Source: an optimization exercise on an open RTL-to-GDS flow (aim: small area). Production flows keep margins and buffers that such runs may drop. The clock port is modelled as an ideal driver; clocking choices that lean on that would not hold on a real chip.

## EECS3216_Project
module EECS3216_Project(input MAX10_CLK1_50, input rst, input KEY1, output reg [9:0] LEDR,
								output reg [6:0] HEX0, HEX1, HEX2, HEX3,
								output reg	rdyLight, speedOneLight, speedTwoLight, speedThreeLight);
Size in the first run: ~34 flip-flops, roughly 45 I/O pins, about 2200 sq um of cells after synthesis.
clock: 10.0 ns
lec_check: 0
abc_area: 1
cap_margin: 20
core_margin: 2
core_utilization: 40
slew_margin: 20
run.sh (not shown) runs the stock make flow with config.mk's settings and CLKGATE_MAP_FILE= SYNTH_SCRIPT=/design/flow/synth_recipe.tcl, a recipe that flattens the netlist after the stock synthesis.
Next try:
--- a/flow/config.mk
+++ b/flow/config.mk
@@ -8 +7,0 @@
-export ABC_AREA = 1
Effect: Routed wire length goes down by 10%; via count goes down by 12%; non-clock buffer count goes up by 2; area after synthesis goes down by 4.0%; critical path depth goes down by 1.
No run of this note included a check of the RTL's function; only the layout flow was run.

EECS3216_Project, a different RTL version from the one above (not shown whole).
Size in the first run: ~190 cells after synthesis, ~0.0013 sq mm of cells after synthesis.
Settings: LEC_CHECK=0, CAP_MARGIN=20, CORE_MARGIN=2, CORE_UTILIZATION=40, SLEW_MARGIN=20; clock period 10.0 ns.
standard.sh (not shown) runs the stock make flow with config.mk's settings and CLKGATE_MAP_FILE= SYNTH_SCRIPT=/design/flow/synth_recipe.tcl, a recipe that flattens the netlist after the stock synthesis.
==> flow/flow/run.sh <==
#!/bin/bash
# Own layout flow: the standard flow, with these changes.
#  1. After the standard synthesis, the combinational logic is re-mapped for area with
#     ABC (flow/resynth.sh, script flow/area.abc, four random seeds, smallest kept). Every
#     flip-flop instance is kept as the standard synthesis made it (same names, same cells).
#     The re-mapped netlist is proved equivalent to the standard one (flow/eqcheck.sh),
#     else the standard one is used.
#  2. Ports are buffered with sky130_fd_sc_hd__buf_1 instead of the default buffer.
#  3. The clock tree is built from clkbuf_8 without dummy loads; its root buffer, which
#     drives only the leaf buffers, is then made a clkbuf_1 (flow/post_cts.tcl).
# Each tool's output goes to its own log file in this folder.
set -euo pipefail
export BUFFER_PORTS_ARGS="-buffer_cell sky130_fd_sc_hd__buf_1"
export CTS_ARGS="-sink_clustering_enable -repair_clock_nets -dont_use_dummy_load -buf_list sky130_fd_sc_hd__clkbuf_8"
export POST_CTS_TCL="$PWD/flow/post_cts.tcl"
YOSYS=yosys
if ! command -v yosys >/dev/null 2>&1; then YOSYS="$FLOW_HOME/../tools/install/yosys/bin/yosys"; fi
export YOSYS
R=orfs/results/${FLOW_PLATFORM:-sky130hd}/EECS3216_Project/base
bash standard.sh synth > synth_make.log 2>&1
cp $R/1_2_yosys.v std_synth.v
for s in 1 2 3 4; do
  sed "s/&deepsyn -T 20/&deepsyn -T 20 -S $s/" flow/area.abc > area_s$s.abc
  ( bash flow/resynth.sh std_synth.v resynth_s$s.v "$PWD/area_s$s.abc" > resynth_s$s.log 2>&1 &&
    bash flow/eqcheck.sh std_synth.v resynth_s$s.v > eqcheck_s$s.log 2>&1 ) || true &
done
wait
best=""; best_area=""
for s in 1 2 3 4; do
  if grep -q EQUIV_OK eqcheck_s$s.log 2>/dev/null; then
    a=$(grep "Chip area" resynth_s$s.log | tail -1 | awk '{print $NF}')
    if [[ -z "$best" ]] || awk "BEGIN{exit !($a < $best_area)}"; then best=$s; best_area=$a; fi
  fi
done
if [[ -n "$best" ]]; then
  cp resynth_s$best.v $R/1_2_yosys.v
  echo "using re-mapped netlist from seed $best, area $best_area" > netlist_choice.log
else
  echo "using standard netlist" > netlist_choice.log
fi
touch $R/1_2_yosys.v
bash standard.sh > finish_make.log 2>&1
==> flow/flow/post_cts.tcl <==
# After clock tree synthesis: the root clock buffer drives only the leaf clock buffers,
# so the smallest clock buffer is enough for it.
set clk_net [get_nets -of_objects [get_ports MAX10_CLK1_50]]
foreach pin [get_pins -of_objects $clk_net] {
  set inst [get_cells -of_objects $pin]
  if { $inst == "" } { continue }
  set ref [get_property $inst ref_name]
  if { ![string match sky130_fd_sc_hd__clkbuf_* $ref] } { continue }
  set only_bufs 1
  foreach opin [get_pins -of_objects $inst -filter "direction == output"] {
    foreach load [get_pins -of_objects [get_nets -of_objects $opin] -filter "direction == input"] {
      set lref [get_property [get_cells -of_objects $load] ref_name]
      if { ![string match sky130_fd_sc_hd__clkbuf_* $lref] } { set only_bufs 0 }
    }
  }
  if { $only_bufs } {
    puts "post_cts: resizing root clock buffer [get_full_name $inst] from $ref to sky130_fd_sc_hd__clkbuf_1"
    replace_cell $inst sky130_fd_sc_hd__clkbuf_1
  }
}
detailed_placement
check_placement -verbose
Other scripts of this flow, unchanged in this note and not shown: flow/flow/area.abc, flow/flow/eqcheck.sh, flow/flow/resynth.sh
The starting point failed in 4_1_cts, error STA-0100.
Rerun with:
--- a/flow/flow/post_cts.tcl
+++ b/flow/flow/post_cts.tcl
@@ -1,5 +1,5 @@
 # After clock tree synthesis: the root clock buffer drives only the leaf clock buffers,
 # so the smallest clock buffer is enough for it.
-set clk_net [get_nets -of_objects [get_ports MAX10_CLK1_50]]
+set clk_net [get_nets MAX10_CLK1_50]
 foreach pin [get_pins -of_objects $clk_net] {
   set inst [get_cells -of_objects $pin]
The new run produced a clean layout.
Synthesized cell count is unchanged.
Area after synthesis does not change.
No functional check of the RTL was part of any run of this note.

-- port drivers added, routing unchanged --
The flow's constraints put no driver on any port. The routed layouts listed below were extracted and timed again, unchanged, in two steps. Step 1: set_driving_cell puts a clkbuf_16 on MAX10_CLK1_50 and a buf_2 on each other input, an assumption about the parent block. Step 2 times the ports against the registers' clock, not the clock port: input delays grow and output delays shrink by t, the midpoint of the rising clock arrivals with the driver on. a / b / c = ideal ports / drivers / drivers and shift; a / b = the first two.
run	t (ns)	setup WS [ns]	latest minus earliest clock arrival (ns)
the first run of note 1	0.307	6.182 / 6.156 / 6.244	0.006 / 0.005
the second run of note 1	0.311	6.058 / 6.030 / 6.113	0.006 / 0.006
the second run of note 2	0.358	6.264 / 6.266 / 5.908	0.008 / 0.008
After both steps setup and hold are still met in every run listed. The setup slack of the second run of note 2, which loses most, moves by +0.002 ns with the drivers and by -0.356 ns with both steps.
